Source: an optimization exercise on an open RTL-to-GDS flow (aim: small area, a short achievable clock period and few clock cycles per item). Production flows keep margins and buffers that such runs may drop. At most, simulation tests tie the RTL to the original design; equivalence was not proved. Only the layout flow was run in run 1; the RTL was not checked for function there.

$ cat flow/config.mk
export PLATFORM = sky130hd
export DESIGN_NAME = Noekeon
export DESIGN_NICKNAME = Noekeon
export VERILOG_FILES = /design/flow/design.v
export SDC_FILE = /design/flow/constraint.sdc
export NUM_CORES = 4
export LEC_CHECK = 0
export CAP_MARGIN = 20
export CORE_MARGIN = 2
export CORE_UTILIZATION = 40
export SLEW_MARGIN = 20
$ cat flow/constraint.sdc
create_clock -name core_clock -period 5.0 [get_ports {inClk}]
set_input_delay 1.0000 -clock core_clock [delete_from_list [all_inputs] [get_ports {inClk}]]
set_output_delay 1.0000 -clock core_clock [all_outputs]
set_load 0.01 [all_outputs]
$ cat flow/design.v
module NoekeonGammaSbox(
	input wire	[3:0]	inData,
	output wire	[3:0]	outData
);
wire	a1a = inData[1] ^ (~inData[3] & ~inData[2]);
wire	a0a = inData[0] ^ (inData[2] & a1a);
wire	b0  = inData[3];
wire	b3  = a0a;
wire	b2  = inData[2] ^ b0 ^ a1a ^ b3;
wire	b1  = a1a ^ (~b3 & ~b2);
wire	c0  = b0 ^ (b2 & b1);
assign outData = {b3, b2, b1, c0};
endmodule
module NoekeonGamma(
	input wire	[127:0]	inData,
	output wire	[127:0]	outData
);
genvar i;
generate
	for (i = 0; i < 32; i = i + 1) begin : sbox
		NoekeonGammaSbox s(
			.inData({inData[96+i], inData[64+i], inData[32+i], inData[i]}),
			.outData({outData[96+i], outData[64+i], outData[32+i], outData[i]})
		);
	end
endgenerate
endmodule
module NoekeonPi1(
	input wire	[127:0]	inData,
	output wire	[127:0]	outData
);
assign outData[31:0]		= inData[31:0];
assign outData[63:32]	= {inData[62:32],inData[63]};
assign outData[95:64]	= {inData[90:64],inData[95:91]};
assign outData[127:96]	= {inData[125:96],inData[127:126]};
endmodule
module NoekeonPi2(
	input wire	[127:0]	inData,
	output wire	[127:0]	outData
);
assign outData[31:0]		= inData[31:0];
assign outData[63:32]	= {inData[32],inData[63:33]};
assign outData[95:64]	= {inData[68:64],inData[95:69]};
assign outData[127:96]	= {inData[97:96],inData[127:98]};
endmodule
module NoekeonTheta(
	input wire	[127:0]	inData,
	input wire	[127:0]	inVec,
	output wire	[127:0]	outData
);
wire	[31:0]	m02;
wire	[31:0]	m13;
NoekeonMix mix02(.inData(inData[31:0] ^ inData[95:64]), .outData(m02));
NoekeonMix mix13(.inData(inData[63:32] ^ inData[127:96]), .outData(m13));
wire	[127:0]	a = inData ^ inVec;
assign outData[31:0]   = a[31:0]   ^ m13;
assign outData[63:32]  = a[63:32]  ^ m02;
assign outData[95:64]  = a[95:64]  ^ m13;
assign outData[127:96] = a[127:96] ^ m02;
endmodule
module NoekeonMix(
	input wire	[31:0]	inData,
	output wire	[31:0]	outData
);
assign outData = inData ^ {inData[23:0], inData[31:24]} ^ {inData[7:0], inData[31:8]};
endmodule
module NoekeonKeyTheta(
	input wire	[127:0]	inKey,
	input wire				inUseK,
	input wire				inUseU,
	input wire				inUseT,
	output wire	[127:0]	outKey
);
wire	[31:0]	u;
wire	[31:0]	t;
NoekeonMix mixU(.inData(inKey[63:32] ^ inKey[127:96]), .outData(u));
NoekeonMix mixT(.inData(inKey[31:0] ^ inKey[95:64]), .outData(t));
wire	[31:0]	uu = u & {32{inUseU}};
wire	[31:0]	tt = t & {32{inUseT}};
wire	[127:0]	kk = inKey & {128{inUseK}};
assign outKey = kk ^ {tt, uu, tt, uu};
endmodule
module NoekeonRoundSh(
	input wire	[127:0]	inData,
	input wire	[127:0]	inVec,
	output wire	[127:0]	outData
);
wire	[127:0]	p1;
wire	[127:0]	g;
wire	[127:0]	p2;
NoekeonPi1 noekeon_Pi1(.inData(inData), .outData(p1));
NoekeonGamma noekeon_Gamma(.inData(p1), .outData(g));
NoekeonPi2 noekeon_Pi2(.inData(g), .outData(p2));
NoekeonTheta noekeon_Theta(.inData(p2), .inVec(inVec), .outData(outData));
endmodule
module NoekeonLastRoundSh(
	input wire	[127:0]	inData,
	output wire	[127:0]	outData
);
wire	[127:0]	p1;
wire	[127:0]	g;
NoekeonPi1 noekeon_Pi1(.inData(inData), .outData(p1));
NoekeonGamma noekeon_Gamma(.inData(p1), .outData(g));
NoekeonPi2 noekeon_Pi2(.inData(g), .outData(outData));
endmodule
module NoekeonConstatBox(
	input wire	[7:0]		inRc,
	input wire				inDecipher,
	output wire	[7:0]		outRcNext,
	output wire	[127:0]	outConst
);
wire	[7:0]	fwd = {inRc[6:0], 1'b0} ^ (inRc[7] ? 8'h1B : 8'h00);
wire	[7:0]	rc1 = inRc ^ (inRc[0] ? 8'h1B : 8'h00);
wire	[7:0]	bwd = {inRc[0], rc1[7:1]};
assign outRcNext = inDecipher ? bwd : fwd;
wire	[7:0]	e = inDecipher ? 8'h00 : inRc;
wire	[31:0]	w13 = {e, 8'h00, e, e};
assign outConst = {w13, 32'h0, w13, 24'h0, inRc};
endmodule
module NoekeonDataReg(
	input wire				inClk,
	input wire				inBusy,
	input wire				inLoad,
	input wire				inLoadZero,
	input wire	[127:0]	inDataExt,
	input wire	[127:0]	inDataInt,
	output wire	[127:0]	outData
);
reg [127:0]		DataReg;
wire	[127:0]	preRound;
NoekeonLastRoundSh noekeon_PreRound(.inData(inDataExt), .outData(preRound));
localparam [127:0] PRE_ZERO = {32'h0, {96{1'b1}}};
always @(posedge inClk) begin
	if (inBusy == 1'b1)
		DataReg <= inDataInt;
	else if (inLoad == 1'b1)
		DataReg <= preRound;
	else if (inLoadZero == 1'b1)
		DataReg <= PRE_ZERO;
end
assign outData = DataReg;
endmodule
module NoekeonDataOutReg(
	input wire	[127:0]	inData,
	output wire	[127:0]	outData
);
assign outData = inData;
endmodule
module NoekeonKeyReg(
	input wire				inClk,
	input wire				inReset,
	input wire				inKeyWrExt,
	input wire	[127:0]	inKeyDataExt,
	input wire				inKeyWrInt,
	input wire	[127:0]	inKeyDataInt,
	output wire	[127:0]	outKey,
	output wire				outValid
);
reg [127:0]		KeyReg;
reg				regValid;
always @(posedge inClk) begin
	if (inKeyWrExt == 1'b1)
		KeyReg <= inKeyDataExt;
	else if (inKeyWrInt == 1'b1)
		KeyReg <= inKeyDataInt;
end
always @(posedge inClk or posedge inReset) begin
	if (inReset == 1'b1)
		regValid <= 1'b0;
	else if (inKeyWrExt == 1'b1)
		regValid <= 1'b1;
end
assign outKey = KeyReg;
assign outValid = regValid;
endmodule
module NoekeonControl(
	input wire				inClk,
	input wire				inReset,
	input wire				inMode,
	input wire				inDecipher,
	input wire				inDataWr,
	input wire				inKeyWr,
	input wire				inKeyValid,
	input wire	[7:0]		inRcNext,
	output wire				outBusy,
	output wire				outDecipher,
	output wire	[7:0]		outRc,
	output wire				outDataLoad,	 
	output wire				outZeroLoad,	 
	output wire				outKeyWrExt,	 
	output wire				outKeyWrInt,	 
	output wire				outUseK,
	output wire				outUseU,
	output wire				outUseT
);
reg				regBusy;
reg				regFirst;
reg				regMode;
reg				regDecipher;
reg	[7:0]		regRc;
wire	startKey  = ~regBusy & inKeyWr & inMode;
wire	startData = ~regBusy & inDataWr & ~(inKeyWr & inMode);
wire	last      = ~regFirst & (regRc == (regDecipher ? 8'h80 : 8'hD4));
always @(posedge inClk or posedge inReset) begin
	if (inReset == 1'b1)
		regBusy <= 1'b0;
	else if (regBusy == 1'b0)
		regBusy <= startKey | startData;
	else if (last == 1'b1)
		regBusy <= 1'b0;
end
always @(posedge inClk) begin
	regFirst <= ~regBusy;
	if (regBusy == 1'b0) begin
		regMode <= inKeyWr & inMode;
		regDecipher <= inDecipher & ~(inKeyWr & inMode);
		regRc <= (inDecipher & ~(inKeyWr & inMode)) ? 8'hD4 : 8'h80;
	end else begin
		regRc <= inRcNext;
	end
end
wire	useFirstKey = regMode & regFirst;
assign outBusy = regBusy;
assign outDecipher = regDecipher;
assign outRc = regRc;
assign outDataLoad = startData;
assign outZeroLoad = startKey;
assign outKeyWrExt = ~regBusy & inKeyWr;
assign outKeyWrInt = regBusy & regMode & last;
assign outUseK = inKeyValid & (~regMode | regFirst);
assign outUseU = inKeyValid & ((~regDecipher & ~regMode) | useFirstKey);
assign outUseT = inKeyValid & ((regDecipher & ~regMode) | useFirstKey);
endmodule
module Noekeon(
	input wire				inClk,
	input wire				inReset,
	input wire				inMode,			 
	input wire				inDecipher,		 
	input wire				inDataWr,
	input wire	[127:0]	inDataData,
	input wire				inKeyWr,
	input wire	[127:0]	inKeyData,
	output wire				outBusy,
	output wire	[127:0]	outData
);
wire			busy;
wire			decipher;
wire	[7:0]	rc;
wire	[7:0]	rcNext;
wire			dataLoad;
wire			zeroLoad;
wire			keyWrExt;
wire			keyWrInt;
wire			keyValid;
wire			useK;
wire			useU;
wire			useT;
wire	[127:0]	key;
wire	[127:0]	keyVec;
wire	[127:0]	constVec;
wire	[127:0]	state;
wire	[127:0]	roundData;
NoekeonControl noekeon_Control(
	.inClk(inClk),
	.inReset(inReset),
	.inMode(inMode),
	.inDecipher(inDecipher),
	.inDataWr(inDataWr),
	.inKeyWr(inKeyWr),
	.inKeyValid(keyValid),
	.inRcNext(rcNext),
	.outBusy(busy),
	.outDecipher(decipher),
	.outRc(rc),
	.outDataLoad(dataLoad),
	.outZeroLoad(zeroLoad),
	.outKeyWrExt(keyWrExt),
	.outKeyWrInt(keyWrInt),
	.outUseK(useK),
	.outUseU(useU),
	.outUseT(useT)
);
NoekeonKeyReg noekeon_KeyReg(
	.inClk(inClk),
	.inReset(inReset),
	.inKeyWrExt(keyWrExt),
	.inKeyDataExt(inKeyData),
	.inKeyWrInt(keyWrInt),
	.inKeyDataInt(roundData),
	.outKey(key),
	.outValid(keyValid)
);
NoekeonKeyTheta noekeon_KeyTheta(
	.inKey(key),
	.inUseK(useK),
	.inUseU(useU),
	.inUseT(useT),
	.outKey(keyVec)
);
NoekeonConstatBox noekeon_ConstatBox(
	.inRc(rc),
	.inDecipher(decipher),
	.outRcNext(rcNext),
	.outConst(constVec)
);
NoekeonRoundSh noekeon_RoundSh(
	.inData(state),
	.inVec(keyVec ^ constVec),
	.outData(roundData)
);
NoekeonDataReg noekeon_DataReg(
	.inClk(inClk),
	.inBusy(busy),
	.inLoad(dataLoad),
	.inLoadZero(zeroLoad),
	.inDataExt(inDataData),
	.inDataInt(roundData),
	.outData(state)
);
NoekeonDataOutReg noekeon_DataOutReg(
	.inData(state),
	.outData(outData)
);
assign outBusy = busy;
endmodule
$ cat flow/flow/run.sh
#!/bin/bash
# The standard ORFS layout, with each port's buffer made with the
# smallest buffer cell instead of the one buffer_ports picks by default.
# Every input and output port still gets its own buffer.
set -euo pipefail
export BUFFER_PORTS_ARGS="-buffer_cell sky130_fd_sc_hd__buf_1"
bash standard.sh finish > flow_standard.log 2>&1
$ cat flow/standard.sh
#!/bin/bash
# synth_recipe.tcl (not shown) runs the flow's synth.tcl, then flattens the netlist and writes it again
# the make line also repeats each setting of config.mk as NAME=value (left out here)
make -C /OpenROAD-flow-scripts/flow DESIGN_CONFIG=/design/flow/config.mk WORK_HOME=/design/flow/orfs CLKGATE_MAP_FILE= SYNTH_SCRIPT=/design/flow/synth_recipe.tcl "${@:-finish}"
==> metrics.yaml, run 1 <==
hold_buffers: 0
fp.coreArea_um2: 67200
grt_overflow_total: 0
cp_max_fo: 5
clk_path_buf_depth: 3
cts_tree: "built"
cts_htree_levels: 2
hold_viol: 0
synth-async-reset-ratio_pct: 0.743
min_period_over_period_pct: 77.2
critical_path.endpoint: "noekeon_KeyReg.KeyReg[123]"
critPathKind: "reg2reg"
crit-reg2reg-capture: "noekeon_KeyReg.KeyReg[123]"
syn2layout_area_growth_pct: 13.4
finalWirelength_mm: 99.6
yosys_register_bits: 269
regArea_um2: 7980
startpoint: "noekeon_DataReg.DataReg[83]"
fmax_ghz: 0.259
slew_headroom_pct: 24.6
grt_first_pass_wirelength_mm: 143
worst-endpoint-arrival_ns: 4.17
cts_root_buf: "clkbuf_16"
vias: 21200
yosysUniqueCellTypes: 41
synthesis.area_um2: 27100
cp.required_ns: 5.31
start_util_pct: 40.3
yosys.area.top_type_share_pct: 28.6
finalClockSkew_ns: 0.0178
cap_violations: 0
clk_latency_ns: 0.56
first_pass_iters: 5
fill_cells: 6303
maxSlewViolCount: 0
reg2reg_depth: 9
ys.flop_type: "edfxtp_1"
postSynthAreaPerCell_um2: 10.2
fin_tns_setup_ns: 0
multi_input_area_um2: 18200
port_buffers: 390
die_w_um: 264
io_pins: 391
numCtsBuffers: 35
status: "timing/DRC/antenna clean"
gp_congestion: 0.974
fin_ws_ns: 1.14
synthCells: 2652
clk_pin_slew_worst_paths_ns: 0.06
hold_path_class: "in2async"
rows: 95
die_h_um: 264
synth_warnings: 3
grt_pass1_vias: 21400
final_nets: 3335
reg2reg_slack_ns: 1.14
fin_crit_ns: 3.86
synth_top_area_cell: "edfxtp_1"
wl_per_cell_um: 25.5
layout-drive-gt1-share_pct: 4.32
ys_seq_area_share_pct: 29.5
track_usage_pct: 27.9
worstMarginPinSlew_ns: 1.12
dp_slack_ns: 1.23
netlist_top_cells_area: "edfxtp_1 29%, xnor2_1 18%, xnor3_1 14%"
route.detailed.drc: 0
place_area_um2: 29600
grt_start_max_net_pins: 140
drt_iter0_drc: 1963
vias_per_cell: 5.44
fin_area_um2: 30700
rsz0062_at_grt: "false"
finalSetupViolCount: 0
cts_setup_buffers: 0
synth_edf_count: 258
final_antenna_net_count: 0
reg2reg_from: "noekeon_DataReg.DataReg[83]"
startpoint_type: "flop"
cp-end-kind: "flop"
die_area_um2: 69800
detailed_place_hpwl_mm: 80.2
synth_nets: 2982
post_cts_resized: 0
antenna_found_initial: 1
cts.sinks: 269
[worst min path at each step]
stage | to | slack, ns | depth (start not counted)
6_report | noekeon_Control.regBusy | 0.29 | 2
3_5_place_dp | noekeon_Control.regRc[7] | 0.55 | 1
2_1_floorplan | noekeon_KeyReg.regValid | 0.47 | 1
3_3_place_gp | noekeon_Control.regRc[1] | 0.54 | 2
4_1_cts | noekeon_Control.regBusy | 0.28 | 2
5_1_grt | noekeon_Control.regBusy | 0.30 | 2
[state kept, by name (all words and copies together) (netlist names)]
| signal | count |
|---|---|
| noekeon_KeyReg.regValid | 1 |
| noekeon_Control.regRc | 8 |
| noekeon_Control.regBusy | 1 |
| noekeon_DataReg.DataReg | 128 |
| noekeon_Control.regDecipher | 1 |
| noekeon_KeyReg.KeyReg | 128 |
| noekeon_Control.regFirst | 1 |
| noekeon_Control.regMode | 1 |
[cell type report]
class | instances | area share (%)
Tap cell | 873 | 3.56
Antenna cell | 1 | 0.00815
Timing Repair Buffer | 415 | 5.58
Inverter | 148 | 1.81
Clock buffer | 48 | 3.18
Multi-Input combinational cell | 2136 | 59.3
Clock inverter | 13 | 0.538
Sequential cell | 269 | 26.0
[metrics by stage]
step	utilization [%]	hold WS (ns)	std cells
final	45.7	0.295	3903
after global routing	45.7	0.296	3903
after CTS	45.7	0.276	3902
after detailed placement	44.0	0.552	3841
after global placement	44.0	0.543	3841
after floorplan	-	0.472	2652
[cells in the mapped netlist, drive strengths merged, types with 23 or more instances]
cell type  count
a21oi        142
a22oi         38
a32oi         30
buf           28
clkbuf        71
edfxtp       258
ha            68
inv          148
mux2i         95
nand2        284
nor2         226
o21ai        121
o2bb2ai       41
or3           30
xnor2        581
xnor3        164
xor2         213
xor3          23
[kinds of logic (layout without fill, tap and decap cells)]
| logic type | count (synthesis) | count (layout) | share of synthesized area, % |
|---|---|---|---|
| DFF | 269 | 269 | 29.5 |
| and+or+nand+nor | 574 | 574 | 8.56 |
| muxes | 116 | 116 | 4.40 |
| AOI/OAI and AO/OA | 397 | 397 | 8.82 |
| buffers and inverters | 247 | 624 | 3.53 |
| xor gates and xnor gates | 981 | 981 | 42.1 |
| adders and majority gates | 68 | 68 | 3.14 |
| other | 0 | 1 | 0 |
[layer usage]
metal | share of wire, % | vias to the layer above | GRT usage, %
met2 | 48 | 875 | 47.4
met4 | 3.7 | 0 | 10.0
met1 | 41 | 10500 | 36.2
met3 | 6.5 | 140 | 3.94
met5 | 0 | - | 0
li1 | - | 9719 | -
[worst max-delay path, cell delays in order (launching register included)]
cell      delay, ns
edfxtp_1       0.47
inv_1          0.10
ha_1           0.22
xor2_1         0.31
nand2_1        0.12
xnor2_1        0.28
xnor2_1        0.89
xnor3_1        0.69
xor2_1         0.23
mux2_2         0.28
[cells in the final DEF, fill, tap and decap left out, types with 37 or more instances in the layout]
| cell type | n |
|---|---|
| xnor2_1 | 558 |
| buf_1 | 390 |
| nand2_1 | 280 |
| edfxtp_1 | 258 |
| nor2_1 | 226 |
| xor2_1 | 212 |
| xnor3_1 | 163 |
| inv_1 | 148 |
| a21oi_1 | 142 |
| mux2i_1 | 95 |
| o21ai_0 | 72 |
| ha_1 | 68 |
| o21ai_1 | 47 |
| o2bb2ai_1 | 41 |
| a22oi_1 | 38 |
| clkbuf_16 | 37 |
==> run 2: changes to the inputs <==
--- a/flow/design.v
+++ b/flow/design.v
@@ -49,13 +49,15 @@
 	output wire	[127:0]	outData
 );
-wire	[31:0]	m02;
-wire	[31:0]	m13;
-NoekeonMix mix02(.inData(inData[31:0] ^ inData[95:64]), .outData(m02));
-NoekeonMix mix13(.inData(inData[63:32] ^ inData[127:96]), .outData(m13));
+wire	[31:0]	p02 = inData[31:0] ^ inData[95:64];
+wire	[31:0]	p13 = inData[63:32] ^ inData[127:96];
+wire	[31:0]	q02 = p02 ^ {p02[23:0], p02[31:24]};
+wire	[31:0]	q13 = p13 ^ {p13[23:0], p13[31:24]};
+wire	[31:0]	r02 = {p02[7:0], p02[31:8]};
+wire	[31:0]	r13 = {p13[7:0], p13[31:8]};
 wire	[127:0]	a = inData ^ inVec;
-assign outData[31:0]   = a[31:0]   ^ m13;
-assign outData[63:32]  = a[63:32]  ^ m02;
-assign outData[95:64]  = a[95:64]  ^ m13;
-assign outData[127:96] = a[127:96] ^ m02;
+assign outData[31:0]   = (a[31:0]   ^ r13) ^ q13;
+assign outData[63:32]  = (a[63:32]  ^ r02) ^ q02;
+assign outData[95:64]  = (a[95:64]  ^ r13) ^ q13;
+assign outData[127:96] = (a[127:96] ^ r02) ^ q02;
 endmodule
 module NoekeonMix(
--- a/flow/config.mk
+++ b/flow/config.mk
@@ -9,3 +9,5 @@
 export CORE_MARGIN = 2
 export CORE_UTILIZATION = 40
+export PLACE_DENSITY = 0.85
+export SETUP_SLACK_MARGIN = 1.5
 export SLEW_MARGIN = 20
==> run 2 against run 1 <==
Effect of this change: synthesized area grew 0.33%; final cell count down 0.54%; critical path depth is the same; maximum frequency rose by 10%; register-to-register slack better by 0.36 ns; global-route usage decreased by 1.9 points.
==> metrics.yaml, run 2 <==
status: "timing/DRC/antenna clean"
cts.sinks: 269  # unchanged
final_common_cell: "xnor2_1"
crit-reg2reg-capture: "noekeon_DataReg.DataReg[120]"
cp_common_cell: "xnor3_1"
cts_htree_levels: 1  # -1
postSynthAreaPerCell_um2: 10.3  # +0.71%
slew_headroom_pct: 26.1  # +1.5 points
syn2layout_area_growth_pct: 13.3  # about the same
synthCells: 2642  # -0.38%
hold_path_class: "in2async"
final_util_pct: 45.9  # +0.12 points
finalWirelength_mm: 94.6  # -5.1%
reg_top3: "noekeon_DataReg.DataReg: 128 flops, noekeon_KeyReg.KeyReg: 128 flops, noekeon_Control.regRc: 8 flops"
fp.coreArea_um2: 67200  # unchanged
slowest_stage: "xnor2_1"
cp.required_ns: 5.39  # +0.08 ns
critical_path.endpoint: "noekeon_DataReg.DataReg[120]"
port_buffers: 390  # unchanged
ys_seq_area_share_pct: 29.4  # -0.098 points
finalSetupViolCount: 0  # unchanged
min_period_over_period_pct: 70.0  # -7.2 points
fin_crit_ns: 3.50  # -0.359 ns
startpoint_type: "flop"
rsz0062_at_grt: "true"
reg2reg_from: "noekeon_DataReg.DataReg[91]"
wl_per_cell_um: 24.4  # -4.6%
vias_per_cell: 5.52  # +1.5%
clk_pin_slew_worst_paths_ns: 0.06  # about the same
cp_max_fo: 5  # unchanged
cp-end-kind: "flop"
fin_area_um2: 30800  # +0.27%
netlist_top_cells_area: "edfxtp_1 29%, xnor2_1 17%, xnor3_1 14%"
grt_pass1_vias: 20400  # -4.6%
route.detailed.drc: 0  # unchanged
die_area_um2: 70000  # +0.33%
grt_overflow_total: 0  # unchanged
final_nets: 3310  # -0.75%
worst-endpoint-arrival_ns: 3.89  # -0.28 ns
synth_top_area_cell: "edfxtp_1"
vias: 21400  # +0.93%
final_antenna_net_count: 0  # unchanged
cap_violations: 0  # unchanged
drt_iter0_drc: 2353  # +20%
cts_root_buf: "clkbuf_16"
reg2reg_slack_ns: 1.50  # +0.36 ns
dp_slack_ns: 1.31  # +0.0730 ns
critPathMaxStageDelay_ns: 0.53  # -0.36 ns
track_usage_pct: 26.0  # -1.9 points
die_w_um: 265  # +0.16%
path_depth: 9  # unchanged
grt.busiest_layer: "met2"
start_util_pct: 40.5  # +0.13 points
antenna_found_initial: 5  # +4
startpoint: "noekeon_DataReg.DataReg[91]"
maxSlewViolCount: 0  # unchanged
yosysUniqueCellTypes: 38  # -7.3%
yosys_register_bits: 269  # unchanged
worstPathCellList: "inv_1 > ha_1 > xnor3_1 > nand2_1 > xnor2_1 > xor2_1 > xnor2_2 > xnor3_1 > o22ai_1"
crit_buf_inv: 1  # unchanged
grt_start_max_net_pins: 139  # -0.71%
synth_edf_count: 258  # unchanged
yosys.area.top_type_share_pct: 28.5  # -0.095 points
cts_tree: "built"
ys.flop_type: "edfxtp_1"
synthTopCellsByCount: "537 x xnor2_1, 278 x nand2_1, 258 x edfxtp_1, 227 x nor2_1, 223 x xor2_1"
finalClockSkew_ns: 0.0303  # +0.0125 ns
synthesis.area_um2: 27200  # +0.33%
met1_usage_pct: 32.9  # -3.3 points
layout-drive-gt1-share_pct: 5.03  # +0.70 points
hold_viol: 0  # unchanged
reg2reg_depth: 9  # unchanged
numCtsBuffers: 31  # -11%
fin_ws_ns: 1.50  # +0.359 ns
synth_nets: 2972  # -0.34%
grt_first_pass_wirelength_mm: 133  # -6.5%
first_pass_iters: 6  # +1
met2_usage_pct: 42.4  # -5.1 points
detailed_place_hpwl_mm: 76.0  # -5.2%
place_area_um2: 29600  # about the same
fmax_ghz: 0.286  # +10%
fin_tns_setup_ns: 0  # unchanged
die_h_um: 265  # +0.16%
synth-async-reset-ratio_pct: 0.743  # unchanged
worstMarginPinSlew_ns: 1.11  # -0.0141 ns
gp_congestion: 1.03  # +5.4%
io_pins: 391  # unchanged
critical_path.top_delay_family: "XOR/XNOR gates"
clk_latency_ns: 0.60  # +0.04 ns
synth_most_common_cell: "xnor2_1"
synth_warnings: 3  # unchanged
rows: 95  # unchanged
grt_util_met3_pct: 5.03  # +1.1 points
critPathKind: "reg2reg"
clk_path_buf_depth: 3  # unchanged
final_cell_mix: "521 x xnor2_1, 390 x buf_1, 274 x nand2_1"
-- run 2: changes by cell type after synthesis, sizes merged, moves of 4 or more --
cell and change:
inv -11, o22ai -5, mux2i -7, a22oi -4, xnor3 +4, and2 +13
xor2 +15, buf +8, nand2 -4, a21oi -4, xnor2 -17
-- run 2: worst min path at each step --
stage	from	to	slack, ns	depth (start not counted)
after CTS	inReset	noekeon_Control.regBusy	0.23	2
after global placement	noekeon_Control.regRc[2]	noekeon_Control.regRc[1]	0.55	2
final	inReset	noekeon_Control.regBusy	0.23	2
after global routing	inReset	noekeon_KeyReg.regValid	0.24	2
after detailed placement	noekeon_Control.regRc[2]	noekeon_Control.regRc[1]	0.56	2
after floorplan	noekeon_KeyReg.regValid	noekeon_KeyReg.regValid	0.47	1
-- run 2: layout make-up --
| cell class | count | area, µm² |
|---|---|---|
| Antenna cell | 5 | 12.5 |
| Sequential cell | 269 | 7980 |
| Inverter | 137 | 514 |
| Timing Repair Buffer | 413 | 1720 |
| Tap cell | 873 | 1090 |
| Clock buffer | 51 | 912 |
| Fill cell | 6118 | 36400 |
| Clock inverter | 6 | 31.3 |
| Multi-Input combinational cell | 2128 | 18500 |
-- run 2: logic make-up after synthesis --
group / count (synthesis) / share of synthesized area (%)
XOR/XNOR: 985 / 42.6
adder cells (fa/ha/maj): 68 / 3.13
buffers and inverters: 245 / 3.52
multiplexers: 108 / 4.07
AO/OA/AOI/OAI: 382 / 8.47
flip-flops: 269 / 29.4
AND/OR/NAND/NOR: 585 / 8.81
-- run 2: repair_timing --
item                       in CTS  in global routing
hold buffers                    0                  0
gates resized for setup         8                 21
setup buffers                   0                  5
setup endpoints to repair      38                144
pin swaps                       0                  1
-- run 2: layer usage --
layer	share of wire [%]	vias up
li1	-	9637
met1	37	10300
met2	47	1287
met3	11	227
met4	5.6	0
met5	0	-
-- run 2: stage by stage --
| stage | hold WS [ns] | cells |
|---|---|---|
| final | 0.230 | 3882 |
| after global routing | 0.235 | 3882 |
| after CTS | 0.228 | 3872 |
| after detailed placement | 0.562 | 3815 |
| after global placement | 0.553 | 3815 |
| after floorplan | 0.472 | 2642 |
Testbench counts of run 2, summed over its fixed seeds: cycles 6,912, items 368.
==> run 3: changes to the inputs <==
--- a/flow/config.mk
+++ b/flow/config.mk
@@ -9,5 +9,4 @@
 export CORE_MARGIN = 2
 export CORE_UTILIZATION = 40
-export PLACE_DENSITY = 0.85
-export SETUP_SLACK_MARGIN = 1.5
+export SETUP_SLACK_MARGIN = 1.8
 export SLEW_MARGIN = 20
==> run 3 against run 2 <==
Effect of this change: worst setup slack improved by 0.31 ns; design area increased by 10%; non-clock buffer count increased by 97; hold slack improved by 0.039 ns; largest cell class unchanged.
==> metrics.yaml, run 3 <==
status: "timing/DRC/antenna clean"
synth_nets: 2972  # unchanged
synth_edf_count: 258  # unchanged
fin_area_um2: 33900  # +10%
die_w_um: 265  # unchanged
worstMarginPinSlew_ns: 1.03  # -0.0757 ns
clk_path_buf_depth: 3  # unchanged
critical_path.top_delay_family: "XOR/XNOR gates"
port_buffers: 390  # unchanged
gp_congestion: 0.938  # -8.6%
dp_slack_ns: 1.16  # -0.149 ns
cp_common_cell: "xor3_2"
synthAdderAreaFrac_pct: 3.13  # unchanged
worstPathCellList: "inv_1 > ha_2 > xor2_2 > and2_1 > xor3_2 > xor3_2 > xnor2_4 > buf_12 > xor2_4 > a22oi_1"
reg2reg_from: "noekeon_DataReg.DataReg[88]"
cts_htree_levels: 2  # +1
vias_per_cell: 5.44  # -1.6%
die_h_um: 265  # unchanged
worst-endpoint-arrival_ns: 3.48  # -0.41 ns
critPathKind: "reg2reg"
netlist_top_cells_area: "edfxtp_1 29%, xnor2_1 17%, xnor3_1 14%"
cp-end-kind: "flop"
layout-drive-gt1-share_pct: 16.3  # +11 points
drt_iter0_drc: 1910  # -19%
track_usage_pct: 28.3  # +2.3 points
synth_top_area_cell: "edfxtp_1"
synth_mux_area_share_pct: 4.07  # unchanged
wl_per_cell_um: 25.7  # +5.7%
fin_cells: 3979  # +2.5%
postSynthAreaPerCell_um2: 10.3  # unchanged
yosys.area.top_type_share_pct: 28.5  # unchanged
reg2reg_slack_ns: 1.81  # +0.31 ns
reg_top3: "noekeon_DataReg.DataReg: 128 flops, noekeon_KeyReg.KeyReg: 128 flops, noekeon_Control.regRc: 8 flops"
final_cell_mix: "406 x xnor2_1, 390 x buf_1, 272 x nand2_1"
critical_path.endpoint: "noekeon_DataReg.DataReg[83]"
finalSetupViolCount: 0  # unchanged
start_util_pct: 40.5  # unchanged
yosys_register_bits: 269  # unchanged
syn2layout_area_growth_pct: 24.8
final_antenna_net_count: 0  # unchanged
crit_buf_inv: 2  # +1
place_area_um2: 29600  # about the same
synth_compound_area_share_pct: 8.47  # unchanged
ys_seq_area_share_pct: 29.4  # unchanged
synth_warnings: 3  # unchanged
cts_tree: "built"
hold_buffers: 0  # unchanged
maxSlewViolCount: 0  # unchanged
ys.flop_type: "edfxtp_1"
synth-xor-area-share_pct: 42.6  # unchanged
synthTopCellsByCount: "537 x xnor2_1, 278 x nand2_1, 258 x edfxtp_1, 227 x nor2_1, 223 x xor2_1"
min_period_over_period_pct: 63.9  # -6.1 points
crit-reg2reg-capture: "noekeon_DataReg.DataReg[83]"
synth_top_family_by_area: "XOR/XNOR gates"
synthesis.area_um2: 27200  # unchanged
cap_violations: 0  # unchanged
grt_pass1_vias: 21500  # +5.5%
fin_crit_ns: 3.19  # -0.306 ns
hold_path_class: "in2async"
cts_root_buf: "clkbuf_16"
startpoint_type: "flop"
cp_max_fo: 5  # unchanged
finalClockSkew_ns: 0.0220  # -0.00836 ns
startpoint: "noekeon_DataReg.DataReg[88]"
fin_ws_ns: 1.81  # +0.306 ns
critPathMaxStageDelay_ns: 0.53  # about the same
synth-async-reset-ratio_pct: 0.743  # unchanged
fin_tns_setup_ns: 0  # unchanged
synthCells: 2642  # unchanged
final_common_cell: "xnor2_1"
fmax_ghz: 0.313  # +9.6%
yosysUniqueCellTypes: 38  # unchanged
first_pass_iters: 6  # unchanged
rows: 95  # unchanged
final_nets: 3412  # +3.1%
detailed_place_hpwl_mm: 79.1  # +4.0%
clk_latency_ns: 0.57  # -0.03 ns
cts.sinks: 269  # unchanged
dp.cells: 3813  # -0.052%
route.detailed.drc: 0  # unchanged
grt_overflow_total: 0  # unchanged
fp.coreArea_um2: 67200  # unchanged
synth-simple-area-share_pct: 8.81  # unchanged
numCtsBuffers: 35  # +13%
reg2reg_depth: 10  # +1
antenna_found_initial: 0  # -5
hold_viol: 0  # unchanged
slowest_stage: "xor3_2"
finalWirelength_mm: 102  # +8.3%
synth_most_common_cell: "xnor2_1"
io_pins: 391  # unchanged
rsz0062_at_grt: "true"
cp.required_ns: 5.28  # -0.11 ns
die_area_um2: 70000  # unchanged
path_depth: 10  # +1
clk_pin_slew_worst_paths_ns: 0.06  # about the same
n_antenna_cell: 0  # -5
grt_first_pass_wirelength_mm: 144  # +7.9%
grt_start_max_net_pins: 140  # +0.72%
slew_headroom_pct: 31.1  # +5.0 points
vias: 21600  # +0.90%
## run 3: cell counts after synthesis
Identical to the previous run, type by type.
## run 3: timing repair
item                                    CTS  global route
resized for setup                       156           190
pin swaps                                31            71
gates cloned                              1             0
setup buffers                            33            71
endpoints found under the setup margin  325           207
## run 3: cell families (layout without fill, tap and decap cells)
group / count (synthesis) / after routing
XOR/XNOR: 985 / 985
AND/OR/NAND/NOR: 585 / 585
AO/OA/AOI/OAI: 382 / 383
flip-flops: 269 / 269
buffers and inverters: 245 / 708
multiplexers: 108 / 108
adder cells (fa/ha/maj): 68 / 68
## run 3: per-layer routing
layer	GRT usage (%)	part of all wire [%]	routed length [µm]	vias to the layer above
met1	36.4	40	40900	10800
met5	0	0	0	-
met2	48.5	49	49700	884
met4	10.4	4.1	4190	0
li1	-	-	-	9809
met3	4.12	7.4	7530	155
## run 3: area by class of cell
cell class	count	area [µm²]
inverters	137	514
clock inverters	15	143
repair buffers	510	2540
multi-input cells	2129	20600
clock buffers	46	981
well taps	873	1090
flip-flops and latches	269	7980
fillers	6059	33300
## run 3: worst register-to-register path: cells and delay by family (launching register included)
family          cells  cell delay (ns)
flops               1             0.47
compound gates      1             0.12
xor+xnor            5             1.63
buf+inv             2             0.28
fa+ha+maj           1             0.20
simple gates        1             0.24
## run 3: per-stage QoR
| step | utilization (%) | hold WS [ns] |
|---|---|---|
| 3_3_place_gp | 44.1 | 0.570 |
| 4_1_cts | 47.9 | 0.260 |
| 5_1_grt | 50.5 | 0.277 |
| 6_report | 50.5 | 0.269 |
| 2_1_floorplan | - | 0.472 |
| 3_5_place_dp | 44.1 | 0.566 |
## run 3: worst min path at each step
stage,startpoint,to
finish,inReset,noekeon_KeyReg.regValid
global route,inReset,noekeon_Control.regBusy
CTS,inReset,noekeon_Control.regBusy
detailed placement,noekeon_Control.regRc[2],noekeon_Control.regRc[1]
global placement,noekeon_Control.regRc[2],noekeon_Control.regRc[1]
floorplan,noekeon_KeyReg.regValid,noekeon_KeyReg.regValid
==> run 4: changes to the inputs <==
--- a/flow/config.mk
+++ b/flow/config.mk
@@ -9,4 +9,5 @@
 export CORE_MARGIN = 2
 export CORE_UTILIZATION = 40
+export PLACE_DENSITY = 0.9
 export SETUP_SLACK_MARGIN = 1.8
 export SLEW_MARGIN = 20
==> run 4 against run 3 <==
Effect of this change: synthesized area stayed put; clock-buffer cell count shrank 4; first-iteration DRC count grew 51%; routed wire length grew 2.2%; global-route usage shrank 1.4 points; maximum frequency is 14% lower; register-to-register slack got worse by 0.51 ns; hold slack is essentially flat.
==> metrics.yaml, run 4 <==
ys_seq_area_share_pct: 29.4  # unchanged
slew_headroom_pct: 10.1  # -21 points
worstMarginPinSlew_ns: 1.34  # +0.305 ns
synthesis.area_um2: 27200  # unchanged
cap_violations: 0  # unchanged
regArea_um2: 7980  # unchanged
worstPathCellList: "xnor2_1 > xnor3_1 > nor2_1 > xnor3_1 > xnor2_2 > a22oi_1"
dp_slack_ns: 1.39  # +0.232 ns
maxSlewViolCount: 0  # unchanged
hold_viol: 0  # unchanged
start_util_pct: 40.5  # unchanged
die_w_um: 265  # unchanged
critPathMaxStageDelay_ns: 0.94  # +0.41 ns
yosysUniqueCellTypes: 38  # unchanged
synth-async-reset-ratio_pct: 0.743  # unchanged
grt_pass1_vias: 21600  # +0.32%
grt_overflow_total: 0  # unchanged
cts_root_buf: "clkbuf_16"
route.detailed.drc: 0  # unchanged
clk_path_buf_depth: 3  # unchanged
critPathKind: "reg2reg"
finalWirelength_mm: 105  # +2.2%
finalClockSkew_ns: 0.0216  # -0.000374 ns
synth_edf_count: 258  # unchanged
rsz0062_at_grt: "true"
final_nets: 3387  # -0.73%
cts_tree: "built"
min_period_over_period_pct: 74.1  # +10 points
slowest_stage: "xnor2_1"
synth_most_common_cell: "xnor2_1"
syn2layout_area_growth_pct: 22.0
status: "timing/DRC/antenna clean"
ys.flop_type: "edfxtp_1"
antenna_found_initial: 4  # +4
final_cell_mix: "422 x xnor2_1, 390 x buf_1, 274 x nand2_1"
track_usage_pct: 26.9  # -1.4 points
first_pass_iters: 6  # unchanged
clk_pin_slew_worst_paths_ns: 0.07  # about the same
synth_top_area_cell: "edfxtp_1"
hold_path_class: "in2async"
wl_per_cell_um: 26.5  # +2.8%
vias_per_cell: 5.79  # +6.6%
grt_first_pass_wirelength_mm: 138  # -4.3%
numCtsBuffers: 34  # -2.9%
fin_tns_setup_ns: 0  # unchanged
fill_cells: 5549  # -8.4%
cts.sinks: 269  # unchanged
synth_nets: 2972  # unchanged
synthTopCellsByCount: "537 x xnor2_1, 278 x nand2_1, 258 x edfxtp_1, 227 x nor2_1, 223 x xor2_1"
fp.coreArea_um2: 67200  # unchanged
rows: 95  # unchanged
multi_input_area_um2: 20200  # -2.0%
reg2reg_from: "noekeon_KeyReg.KeyReg[52]"
io_pins: 391  # unchanged
worst-endpoint-arrival_ns: 3.98  # +0.50 ns
cp-end-kind: "flop"
postSynthAreaPerCell_um2: 10.3  # unchanged
gp_congestion: 1.05  # +11%
yosys_register_bits: 269  # unchanged
reg2reg_depth: 6  # -4
startpoint_type: "flop"
synth_warnings: 3  # unchanged
detailed_place_hpwl_mm: 77.1  # -2.6%
synthCells: 2642  # unchanged
cp_max_fo: 3  # -2
final_antenna_net_count: 0  # unchanged
grt_start_max_net_pins: 129  # -7.9%
finalSetupViolCount: 0  # unchanged
reg_top3: "noekeon_DataReg.DataReg: 128 flops, noekeon_KeyReg.KeyReg: 128 flops, noekeon_Control.regRc: 8 flops"
port_buffers: 390  # unchanged
cts_htree_levels: 2  # unchanged
netlist_top_cells_area: "edfxtp_1 29%, xnor2_1 17%, xnor3_1 14%"
crit-reg2reg-capture: "noekeon_DataReg.DataReg[84]"
die_h_um: 265  # unchanged
yosys.area.top_type_share_pct: 28.5  # unchanged
fin_crit_ns: 3.70  # +0.508 ns
critical_path.top_delay_family: "XOR/XNOR gates"
fin_ws_ns: 1.30  # -0.508 ns
crit_buf_inv: 0  # -2
drt_iter0_drc: 2889  # +51%
fmax_ghz: 0.270  # -14%
die_area_um2: 70000  # unchanged
clk_latency_ns: 0.57  # about the same
vias: 22900  # +6.0%
cp.required_ns: 5.27  # about the same
reg2reg_slack_ns: 1.30  # -0.51 ns
cp_common_cell: "xnor3_1"
layout-drive-gt1-share_pct: 14.3  # -1.9 points
final_common_cell: "xnor2_1"
[run 4: routing by layer]
layer	up-vias	global-route usage, %	wire [µm]
met2	1784	43.4	47500
met4	4	15.5	8020
met1	11000	32.0	34800
met5	-	0	27
met3	416	7.83	14300
li1	9750	-	-
[run 4: logic make-up after synthesis]
family / count (synthesis) / share of synthesized area [%]
compound gates: 382 / 8.47
xor+xnor: 985 / 42.6
fa+ha+maj: 68 / 3.13
buf+inv: 245 / 3.52
flops: 269 / 29.4
mux: 108 / 4.07
simple gates: 585 / 8.81
[run 4: final cells by class]
cell class	instances	share of cell area, %
Inverter	137	1.55
Tap cell	873	3.29
Multi-Input combinational cell	2128	61.0
Antenna cell	2	0.0151
Clock inverter	18	0.509
Clock buffer	42	2.85
Timing Repair Buffer	487	6.73
Sequential cell	269	24.1
[run 4: repair_timing]
action	CTS	global route
setup buffers	25	55
endpoints found under the hold margin	0	0
pin swaps	19	53
endpoints found under the setup margin	261	227
resized for setup	85	197
hold buffers	0	0
[run 4: worst reg2reg max path: stages (launching register included)]
cell and delay (ns):
edfxtp_1 0.44, xnor2_1 0.94, xnor3_1 0.47, nor2_1 0.63, xnor3_1 0.52, xnor2_2 0.29, a22oi_1 0.14
[run 4: worst max-delay path by stage]
stage | startpoint | end | slack (ns) | cells after the start
after floorplan | noekeon_Control.regDecipher | noekeon_KeyReg.KeyReg[0] | 2.01 | 7
after CTS | noekeon_DataReg.DataReg[78] | noekeon_DataReg.DataReg[81] | 1.74 | 9
after global placement | noekeon_DataReg.DataReg[77] | noekeon_KeyReg.KeyReg[122] | 1.44 | 9
final | noekeon_KeyReg.KeyReg[52] | noekeon_DataReg.DataReg[84] | 1.30 | 6
after global routing | noekeon_KeyReg.KeyReg[52] | noekeon_KeyReg.KeyReg[20] | 1.29 | 7
after detailed placement | noekeon_DataReg.DataReg[77] | noekeon_KeyReg.KeyReg[122] | 1.39 | 9
[run 4: stage by stage]
step / area (µm²) / hold slack, ns / util [%] / cells
3_3_place_gp: 29500 / 0.531 / 44.0 / 3814
5_1_grt: 33200 / 0.260 / 49.4 / 3956
4_1_cts: 31400 / 0.255 / 46.8 / 3899
3_5_place_dp: 29500 / 0.535 / 44.0 / 3814
2_1_floorplan: 27200 / 0.472 / - / 2642
6_report: 33200 / 0.269 / 49.4 / 3956
==> run 5: changes to the inputs <==
--- a/flow/config.mk
+++ b/flow/config.mk
@@ -9,5 +9,5 @@
 export CORE_MARGIN = 2
 export CORE_UTILIZATION = 40
-export PLACE_DENSITY = 0.9
-export SETUP_SLACK_MARGIN = 1.8
+export PLACE_DENSITY = 0.95
+export SETUP_SLACK_MARGIN = 1.5
 export SLEW_MARGIN = 20
==> run 5 against run 4 <==
Effect of this change: routed wire length fell by 6.4%; first-iteration DRC count fell by 12%; core utilization fell by 3.2 points.
==> metrics.yaml, run 5 <==
cp_max_fo: 5  # +2
critical_path.endpoint: "noekeon_KeyReg.KeyReg[7]"
finalWirelength_mm: 98.0  # -6.4%
clk_pin_slew_worst_paths_ns: 0.06  # about the same
min_period_over_period_pct: 69.2  # -4.8 points
ys.flop_type: "edfxtp_1"
finalSetupViolCount: 0  # unchanged
yosysUniqueCellTypes: 38  # unchanged
hold_path_class: "in2async"
port_buffers: 390  # unchanged
layout-drive-gt1-share_pct: 5.72  # -8.6 points
cts_tree: "built"
synthTopCellsByCount: "537 x xnor2_1, 278 x nand2_1, 258 x edfxtp_1, 227 x nor2_1, 223 x xor2_1"
grt_start_max_net_pins: 139  # +7.8%
synthCells: 2642  # unchanged
final_util_pct: 46.2  # -3.2 points
grt_pass1_vias: 21700  # +0.63%
worstPathCellList: "inv_1 > ha_1 > nor2_1 > o2bb2ai_1 > xor3_1 > xor2_1 > xnor2_1 > xnor2_1 > o21ai_1"
synth_nets: 2972  # unchanged
vias_per_cell: 5.65  # -2.5%
yosys.area.top_type_share_pct: 28.5  # unchanged
startpoint: "noekeon_DataReg.DataReg[67]"
critPathKind: "reg2reg"
drt_iter0_drc: 2548  # -12%
die_w_um: 265  # unchanged
final_common_cell: "xnor2_1"
clk_latency_ns: 0.56  # about the same
slew_headroom_pct: 35.3  # +25 points
maxSlewViolCount: 0  # unchanged
fill_cells: 5986  # +7.9%
final_antenna_net_count: 0  # unchanged
cts_root_buf: "clkbuf_16"
synth_edf_count: 258  # unchanged
multi_input_area_um2: 18700  # -7.7%
syn2layout_area_growth_pct: 14.2
cp_common_cell: "xnor2_1"
die_h_um: 265  # unchanged
rows: 95  # unchanged
hold_buffers: 0  # unchanged
fin_cells: 3886  # -1.8%
fmax_ghz: 0.289  # +7.0%
hold_viol: 0  # unchanged
first_pass_iters: 6  # unchanged
track_usage_pct: 27.3  # +0.40 points
fin_tns_setup_ns: 0  # unchanged
cp-end-kind: "flop"
worstMarginPinSlew_ns: 0.964  # -0.374 ns
critPathMaxStageDelay_ns: 0.48  # -0.46 ns
slowest_stage: "xnor2_1"
start_util_pct: 40.5  # unchanged
status: "timing/DRC/antenna clean"
postSynthAreaPerCell_um2: 10.3  # unchanged
finalClockSkew_ns: 0.0158  # -0.00583 ns
yosys_register_bits: 269  # unchanged
vias: 21900  # -4.3%
grt_overflow_total: 0  # unchanged
cts_htree_levels: 2  # unchanged
fin_crit_ns: 3.46  # -0.241 ns
dp.cells: 3812  # -0.052%
cap_violations: 0  # unchanged
route.detailed.drc: 0  # unchanged
wl_per_cell_um: 25.2  # -4.7%
io_pins: 391  # unchanged
ys_seq_area_share_pct: 29.4  # unchanged
fp.coreArea_um2: 67200  # unchanged
synth_top_area_cell: "edfxtp_1"
die_area_um2: 70000  # unchanged
cts.sinks: 269  # unchanged
final_cell_mix: "511 x xnor2_1, 390 x buf_1, 274 x nand2_1"
clk_path_buf_depth: 3  # unchanged
reg2reg_depth: 9  # +3
reg2reg_slack_ns: 1.54  # +0.24 ns
cp.required_ns: 5.27  # about the same
regArea_um2: 7980  # unchanged
netlist_top_cells_area: "edfxtp_1 29%, xnor2_1 17%, xnor3_1 14%"
grt_first_pass_wirelength_mm: 140  # +1.9%
crit-reg2reg-capture: "noekeon_KeyReg.KeyReg[7]"
reg2reg_from: "noekeon_DataReg.DataReg[67]"
final_nets: 3314  # -2.2%
startpoint_type: "flop"
numCtsBuffers: 34  # unchanged
synthesis.area_um2: 27200  # unchanged
rsz0062_at_grt: "true"
gp_congestion: 1.02  # -2.9%
detailed_place_hpwl_mm: 78.1  # +1.3%
synth-async-reset-ratio_pct: 0.743  # unchanged
antenna_found_initial: 10  # +6
synth_warnings: 3  # unchanged
reg_top3: "noekeon_DataReg.DataReg: 128 flops, noekeon_KeyReg.KeyReg: 128 flops, noekeon_Control.regRc: 8 flops"
worst-endpoint-arrival_ns: 3.73  # -0.25 ns
synth_most_common_cell: "xnor2_1"
-- run 5: cell counts after synthesis --
No cell type changed its count.
-- run 5: worst min path at each step --
stage                               end  cells after the start                startpoint
5_1_grt         noekeon_Control.regBusy                      2                   inReset
3_5_place_dp   noekeon_Control.regRc[7]                      2  noekeon_Control.regRc[6]
3_3_place_gp   noekeon_Control.regRc[1]                      2  noekeon_Control.regRc[2]
2_1_floorplan   noekeon_KeyReg.regValid                      1   noekeon_KeyReg.regValid
4_1_cts         noekeon_Control.regBusy                      2                   inReset
6_report        noekeon_Control.regBusy                      2                   inReset
-- run 5: metal layers --
metal / GRT usage, % / up-vias / share of wire (%)
li1: - / 9647 / -
met1: 33.0 / 10500 / 36
met4: 16.3 / 6 / 6.7
met3: 6.72 / 313 / 12
met2: 44.2 / 1444 / 46
met5: 0 / - / 0.048
-- run 5: area by class of cell --
| cell class | instances | share of cell area, % |
|---|---|---|
| multi-input cells | 2128 | 60.1 |
| clock inverters | 16 | 0.520 |
| flip-flops and latches | 269 | 25.7 |
| diodes | 7 | 0.0564 |
| inverters | 137 | 1.66 |
| clock buffers | 42 | 2.91 |
| well taps | 873 | 3.52 |
| repair buffers | 414 | 5.48 |
-- run 5: cell families (layout without fill, tap and decap cells) --
kind of cell | Yosys count | count (layout) | synth area share [%]
xor+xnor | 985 | 985 | 42.6
simple gates | 585 | 585 | 8.81
compound gates | 382 | 382 | 8.47
flops | 269 | 269 | 29.4
buf+inv | 245 | 609 | 3.52
mux | 108 | 108 | 4.07
fa+ha+maj | 68 | 68 | 3.13
other cells | 0 | 7 | 0
-- run 5: metrics by stage --
stage / instance area, µm² / worst slack (ns) / hold WS, ns
5_1_grt: 31000 / 1.45 / 0.302
6_report: 31000 / 1.54 / 0.278
3_5_place_dp: 29500 / 1.29 / 0.558
2_1_floorplan: 27200 / 1.70 / 0.472
3_3_place_gp: 29500 / 1.31 / 0.566
4_1_cts: 30700 / 1.51 / 0.266
-- run 5: critical path: cells and delay by family, from the launching register on --
| family | cells | cell delay (ns) |
|---|---|---|
| XOR/XNOR | 4 | 1.69 |
| flip-flops | 1 | 0.46 |
| AO/OA/AOI/OAI | 2 | 0.46 |
| adder cells (fa/ha/maj) | 1 | 0.39 |
| buffers and inverters | 1 | 0.09 |
| AND/OR/NAND/NOR | 1 | 0.08 |
-- run 5: repair_timing --
action / 4_1_cts / 5_1_grt
resized for setup: 9 / 35
hold endpoints to repair: 0 / 0
pin swaps: 1 / 2
buffers inserted: 2 / 6
setup endpoints to repair: 80 / 169
==> run 6: changes to the inputs <==
--- a/flow/config.mk
+++ b/flow/config.mk
@@ -9,5 +9,4 @@
 export CORE_MARGIN = 2
 export CORE_UTILIZATION = 40
-export PLACE_DENSITY = 0.95
 export SETUP_SLACK_MARGIN = 1.5
 export SLEW_MARGIN = 20
==> run 6 against run 5 <==
Effect of this change: design area grew 1.0%; routed wire length rose by 1.5%; maximum frequency decreased by 2.7%.
==> metrics.yaml, run 6 <==
clk_path_buf_depth: 3  # unchanged
fp.coreArea_um2: 67200  # unchanged
yosys_register_bits: 269  # unchanged
rsz0062_at_grt: "true"
synth_warnings: 3  # unchanged
gp_congestion: 0.951  # -6.3%
cts.sinks: 269  # unchanged
synth-async-reset-ratio_pct: 0.743  # unchanged
fin_tns_setup_ns: 0  # unchanged
drt_iter0_drc: 1817  # -29%
final_nets: 3318  # +0.12%
route.met3.wl_mm: 7.11  # -37%
cts_htree_levels: 2  # unchanged
final_util_pct: 46.7  # +0.48 points
synth_top_area_cell: "edfxtp_1"
synthTopCellsByCount: "537 x xnor2_1, 278 x nand2_1, 258 x edfxtp_1, 227 x nor2_1, 223 x xor2_1"
route.detailed.drc: 0  # unchanged
wl_met2_mm: 48.8  # +8.2%
start_util_pct: 40.5  # unchanged
numCtsBuffers: 37  # +8.8%
yosysUniqueCellTypes: 38  # unchanged
reg2reg_from: "noekeon_DataReg.DataReg[126]"
cp_common_cell: "xnor2_2"
cp_max_fo: 4  # -1
clk_pin_slew_worst_paths_ns: 0.06  # about the same
worstMarginPinSlew_ns: 1.01  # +0.0418 ns
critPathKind: "reg2reg"
highest_layer: "met4"
track_usage_pct: 27.6  # +0.32 points
hold_viol: 0  # unchanged
final_antenna_net_count: 0  # unchanged
synth_edf_count: 258  # unchanged
clk_latency_ns: 0.57  # about the same
hold_path_class: "in2async"
startpoint_type: "flop"
io_pins: 391  # unchanged
cts_root_buf: "clkbuf_16"
fin_crit_ns: 3.56  # +0.0949 ns
port_buffers: 390  # unchanged
grt_overflow_total: 0  # unchanged
antenna_found_initial: 1  # -9
cp-end-kind: "flop"
rows: 95  # unchanged
vias_per_cell: 5.43  # -3.8%
final_common_cell: "xnor2_1"
synth_nets: 2972  # unchanged
detailed_place_hpwl_mm: 78.8  # +0.87%
grt_start_max_net_pins: 129  # -7.2%
critPathMaxStageDelay_ns: 0.54  # +0.06 ns
layout-drive-gt1-share_pct: 6.43  # +0.71 points
worstPathCellList: "inv_1 > ha_1 > nor2_1 > o2bb2ai_1 > xor3_2 > xnor3_2 > xnor2_2 > xnor2_2 > a21oi_1"
ys_seq_area_share_pct: 29.4  # unchanged
status: "timing/DRC/antenna clean"
worst-endpoint-arrival_ns: 3.91  # +0.18 ns
finalWirelength_mm: 99.5  # +1.5%
maxSlewViolCount: 0  # unchanged
synthCells: 2642  # unchanged
die_area_um2: 70000  # unchanged
netlist_top_cells_area: "edfxtp_1 29%, xnor2_1 17%, xnor3_1 14%"
holdWs_ns: 0.260  # -0.0180 ns
finalClockSkew_ns: 0.0217  # +0.00594 ns
wl_per_cell_um: 25.6  # +1.4%
synth_most_common_cell: "xnor2_1"
final_cell_mix: "502 x xnor2_1, 390 x buf_1, 274 x nand2_1"
die_h_um: 265  # unchanged
cap_violations: 0  # unchanged
hold_buffers: 0  # unchanged
grt_first_pass_wirelength_mm: 141  # +0.24%
slew_headroom_pct: 32.4  # -2.8 points
reg_top3: "noekeon_DataReg.DataReg: 128 flops, noekeon_KeyReg.KeyReg: 128 flops, noekeon_Control.regRc: 8 flops"
cts_tree: "built"
yosys.area.top_type_share_pct: 28.5  # unchanged
wirelength_met1_mm: 40.3  # +15%
fmax_ghz: 0.281  # -2.7%
syn2layout_area_growth_pct: 15.4
slowest_stage: "xor3_2"
synthesis.area_um2: 27200  # unchanged
grt_pass1_vias: 21100  # -2.8%
postSynthAreaPerCell_um2: 10.3  # unchanged
startpoint: "noekeon_DataReg.DataReg[126]"
finalSetupViolCount: 0  # unchanged
first_pass_iters: 5  # -1
ys.flop_type: "edfxtp_1"
min_period_over_period_pct: 71.1  # +1.9 points
die_w_um: 265  # unchanged
vias: 21100  # -3.7%
cp.required_ns: 5.36  # +0.09 ns
[run 6: cell count changes in the layout (fill, tap and decap cells not counted), sizes merged]
cell	change
bufinv	+1
diode	-6
o21ai	+1
clkinv	+6
clkbuf	+2
[run 6: cells by family after synthesis]
family / synth area share (%)
xor+xnor: 42.6
simple gates: 8.81
compound gates: 8.47
flops: 29.4
buf+inv: 3.52
mux: 4.07
fa+ha+maj: 3.13
[run 6: per-layer routing]
layer  GRT usage [%]  vias up
met5               0        -
met4            9.15        0
met3            4.25      132
met2            47.3      798
met1            35.7    10600
li1                -     9646
[run 6: critical path, delay by kind of cell, from the launching register on]
| family | cells | cell delay, ns |
|---|---|---|
| compound gates | 2 | 0.64 |
| xor+xnor | 4 | 1.69 |
| fa+ha+maj | 1 | 0.37 |
| buf+inv | 1 | 0.13 |
| flops | 1 | 0.45 |
| simple gates | 1 | 0.06 |
[run 6: cell type report]
cell class / instances / area, µm²
Clock buffer: 44 / 1010
Sequential cell: 269 / 7980
Timing Repair Buffer: 414 / 1730
Clock inverter: 23 / 218
Fill cell: 6259 / 35800
Multi-Input combinational cell: 2129 / 18800
Antenna cell: 1 / 2.50
Inverter: 137 / 514
Tap cell: 873 / 1090
[run 6: per-stage QoR]
step                cell area (µm²)  worst slack [ns]  std cells
global placement              29600              1.22       3812
finish                        31400              1.44       3890
global route                  31400              1.47       3890
floorplan                     27200              1.70       2642
CTS                           31000              1.51       3883
detailed placement            29600              1.24       3812
[run 6: repair_timing]
item | in CTS | in global routing
resized for setup | 25 | 34
pin swaps | 0 | 3
setup endpoints to repair | 188 | 70
buffers inserted | 4 | 4
gates cloned | 0 | 1
hold endpoints to repair | 0 | 0
[run 6: path summary, 6_finish.rpt]
check	end	slack, ns	cells after the start
worst max-delay path	noekeon_KeyReg.KeyReg[31]	1.44	9
worst min-delay path	noekeon_KeyReg.regValid	0.26	2
worst max register to register	noekeon_KeyReg.KeyReg[31]	1.44	9
worst min register to register	noekeon_Control.regRc[7]	0.59	2
max in group asynchronous	noekeon_Control.regBusy	4.60	2
min in group core_clock	noekeon_Control.regRc[7]	0.59	2
==> run 7: changes to the inputs <==
==> flow/flow/run.sh (replaced) <==
#!/bin/bash
# The standard ORFS layout, with each port's buffer made with the
# smallest buffer cell instead of the one buffer_ports picks by default
# (every input and output port still gets its own buffer), and with the
# power recovery step after global routing, which downsizes cells on
# paths that have slack to spare.
set -euo pipefail
export BUFFER_PORTS_ARGS="-buffer_cell sky130_fd_sc_hd__buf_1"
export RECOVER_POWER=100
bash standard.sh finish > flow_standard.log 2>&1
--- a/flow/config.mk
+++ b/flow/config.mk
@@ -9,4 +9,5 @@
 export CORE_MARGIN = 2
 export CORE_UTILIZATION = 40
+export PLACE_DENSITY = 0.85
 export SETUP_SLACK_MARGIN = 1.5
 export SLEW_MARGIN = 20
==> run 7 against run 6 <==
Effect of this change: sequential share of layout area up 0.73 points; hold slack got worse by 0.025 ns; routed wire length shrank 4.7%; synthesized cell count is the same; synthesized area is the same; clock skew up 0.0083 ns; die area did not move; register-to-register slack got worse by 0.51 ns; design area fell by 2.8%; core utilization is 1.3 points lower; flip-flop and latch count unchanged; the layout now fails its checks (max-capacitance violations, max-slew violations).
==> metrics.yaml, run 7 <==
final_nets: 3310  # -0.24%
numCtsBuffers: 31  # -16%
cp_max_fo: 5  # +1
maxSlewViolCount: 213  # +213
yosys_register_bits: 269  # unchanged
cp-end-kind: "flop"
multi_input_area_um2: 18200  # -3.0%
fin_crit_ns: 4.06  # +0.507 ns
yosysUniqueCellTypes: 38  # unchanged
drt_iter0_drc: 2303  # +27%
first_pass_iters: 5  # unchanged
route.detailed.drc: 0  # unchanged
fin_tns_setup_ns: 0  # unchanged
synth_most_common_cell: "xnor2_1"
synth-async-reset-ratio_pct: 0.743  # unchanged
grt_start_max_net_pins: 139  # +7.8%
hold_viol: 0  # unchanged
die_area_um2: 70000  # unchanged
worstPathCellList: "inv_1 > ha_1 > xnor3_1 > nand2_1 > xnor2_1 > xor2_1 > xor2_1 > xor3_1 > mux2_2"
netlist_top_cells_area: "edfxtp_1 29%, xnor2_1 17%, xnor3_1 14%"
fmax_ghz: 0.246  # -12%
hold_buffers: 0  # unchanged
io_pins: 391  # unchanged
cts_root_buf: "clkbuf_16"
finalWirelength_mm: 94.7  # -4.7%
so_faults: "max-capacitance violations, max-slew violations"
finalSetupViolCount: 0  # unchanged
clk_path_buf_depth: 3  # unchanged
startpoint_type: "flop"
vias: 21500  # +1.5%
fin_ws_ns: 0.937  # -0.507 ns
vias_per_cell: 5.53  # +1.7%
die_h_um: 265  # unchanged
synthTopCellsByCount: "537 x xnor2_1, 278 x nand2_1, 258 x edfxtp_1, 227 x nor2_1, 223 x xor2_1"
track_usage_pct: 26.0  # -1.6 points
antenna_found_initial: 5  # +4
grt_pass1_vias: 20400  # -3.4%
cts_tree: "built"
reg_top3: "noekeon_DataReg.DataReg: 128 flops, noekeon_KeyReg.KeyReg: 128 flops, noekeon_Control.regRc: 8 flops"
die_w_um: 265  # unchanged
worst-endpoint-arrival_ns: 4.42  # +0.51 ns
rsz0062_at_grt: "true"
ys.flop_type: "edfxtp_1"
grt_overflow_total: 0  # unchanged
wl_per_cell_um: 24.4  # -4.5%
start_util_pct: 40.5  # unchanged
synthCells: 2642  # unchanged
synth_edf_count: 258  # unchanged
final_util_pct: 45.4  # -1.3 points
ys_seq_area_share_pct: 29.4  # unchanged
clk_pin_slew_worst_paths_ns: 0.06  # about the same
finalClockSkew_ns: 0.0301  # +0.00834 ns
dp_slack_ns: 1.31  # +0.0662 ns
synth_nets: 2972  # unchanged
yosys.area.top_type_share_pct: 28.5  # unchanged
synth_top_area_cell: "edfxtp_1"
worstMarginPinSlew_ns: 3.02  # +2.02 ns
critPathKind: "reg2reg"
final_common_cell: "xnor2_1"
slowest_stage: "xor2_1"
cp_common_cell: "xor2_1"
fill_cells: 6177  # -1.3%
gp_congestion: 1.03  # +7.9%
grt_first_pass_wirelength_mm: 133  # -5.2%
synth_warnings: 3  # unchanged
final_cell_mix: "542 x xnor2_1, 386 x buf_1, 275 x nand2_1"
synthesis.area_um2: 27200  # unchanged
critPathMaxStageDelay_ns: 0.78  # +0.24 ns
cts_htree_levels: 1  # -1
slew_headroom_pct: -101  # -130 points
rows: 95  # unchanged
cap_violations: 3  # +3
status: "finished with violations"
hold_path_class: "in2async"
port_buffers: 390  # unchanged
postSynthAreaPerCell_um2: 10.3  # unchanged
layout-drive-gt1-share_pct: 3.76  # -2.7 points
detailed_place_hpwl_mm: 76.0  # -3.5%
fp.coreArea_um2: 67200  # unchanged
clk_latency_ns: 0.61  # +0.04 ns
cp.required_ns: 5.36  # about the same
regArea_um2: 7980  # unchanged
syn2layout_area_growth_pct: 12.2
min_period_over_period_pct: 81.3  # +10 points
cts.sinks: 269  # unchanged
final_antenna_net_count: 0  # unchanged
==> run 7: cell counts after synthesis <==
No cell type changed its count.
==> run 7: logic make-up after synthesis <==
family / after synthesis / share of synthesized area (%)
adders and majority gates: 68 / 3.13
buffers and inverters: 245 / 3.52
and+or+nand+nor: 585 / 8.81
AOI/OAI and AO/OA: 382 / 8.47
xor gates and xnor gates: 985 / 42.6
muxes: 108 / 4.07
DFF: 269 / 29.4
==> run 7: cell type report <==
class | count | share of cell area (%)
clock buffers | 51 | 2.99
repair buffers | 413 | 5.59
clock inverters | 6 | 0.103
multi-input cells | 2128 | 59.8
diodes | 5 | 0.0411
well taps | 873 | 3.58
inverters | 137 | 1.69
flip-flops and latches | 269 | 26.2
==> run 7: repair_timing <==
action	CTS	global route
gates resized for setup	8	21
buffers inserted	0	5
pin swaps	0	1
cloned	0	0
endpoints found under the setup margin	38	144
==> run 7: final timing paths <==
check / endpoint / start / slack, ns / depth (start not counted)
max: noekeon_KeyReg.KeyReg[100] / noekeon_DataReg.DataReg[95] / 0.94 / 9
min: noekeon_KeyReg.regValid / inReset / 0.23 / 2
max reg2reg: noekeon_KeyReg.KeyReg[100] / noekeon_DataReg.DataReg[95] / 0.94 / 9
min reg2reg: noekeon_Control.regRc[1] / noekeon_Control.regRc[2] / 0.57 / 2
max in group asynchronous: noekeon_Control.regBusy / inReset / 4.61 / 2
min in group core_clock: noekeon_Control.regRc[1] / noekeon_Control.regRc[2] / 0.57 / 2
==> run 7: layer usage <==
metal | global-route usage, % | share of wire [%]
met5 | 0 | 0
met1 | 32.9 | 37
met3 | 5.03 | 11
met2 | 42.4 | 46
met4 | 13.3 | 5.8
==> run 7: stage by stage <==
stage / instance area [µm²] / std cells / hold WS [ns]
6_report: 30500 / 3882 / 0.235
3_3_place_gp: 29600 / 3815 / 0.553
2_1_floorplan: 27200 / 2642 / 0.472
3_5_place_dp: 29600 / 3815 / 0.562
4_1_cts: 30600 / 3872 / 0.228
5_1_grt: 30500 / 3882 / 0.235
==> run 7: worst max-delay path, delay by kind of cell (launching register included) <==
| family | cells | cell delay (ns) |
|---|---|---|
| buffers and inverters | 1 | 0.10 |
| XOR/XNOR | 5 | 2.53 |
| multiplexers | 1 | 0.31 |
| AND/OR/NAND/NOR | 1 | 0.07 |
| flip-flops | 1 | 0.43 |
| adder cells (fa/ha/maj) | 1 | 0.38 |

[separate check: timing with driven ports]
No port has a modelled driver above. Below, the same layouts with a new extraction and two added sets of constraints. Step 1, drivers: a clkbuf_16 drives inClk and a buf_2 each remaining input, both assumed. Step 2 adds t to the input delays and takes it off the output delays; t is the mean of the earliest and latest rising clock arrival at the registers after step 1. Input paths then give back, and output paths get back, about the clock's delay inside the block. a / b / c = ideal / step 1 / step 2; a / b = the first two.
| run | t, ns | setup slack, ns | hold WS [ns] | latest minus earliest clock arrival (ns) | pins driven straight from the clock port |
|---|---|---|---|---|---|
| run 1 | 0.613 | 1.140 / 1.140 / 1.140 | 0.295 / 0.257 / 0.568 | 0.019 / 0.018 | 1 |
| run 2 | 0.653 | 1.499 / 1.499 / 1.499 | 0.230 / 0.191 / 0.572 | 0.032 / 0.032 | 1 |
| run 3 | 0.628 | 1.805 / 1.805 / 1.486 | 0.269 / 0.222 / 0.574 | 0.022 / 0.022 | 1 |
| run 4 | 0.624 | 1.297 / 1.297 / 1.297 | 0.269 / 0.221 / 0.542 | 0.022 / 0.022 | 1 |
| run 5 | 0.615 | 1.538 / 1.538 / 1.538 | 0.278 / 0.248 / 0.567 | 0.016 / 0.017 | 1 |
| run 6 | 0.619 | 1.443 / 1.443 / 1.443 | 0.260 / 0.218 / 0.591 | 0.022 / 0.023 | 1 |
| run 7 | 0.657 | 0.937 / 0.937 / 0.937 | 0.235 / 0.195 / 0.568 | 0.031 / 0.031 | 1 |
For run 3, which loses most, drivers alone change the setup slack by 0.000 ns; drivers and shift together by -0.319 ns.
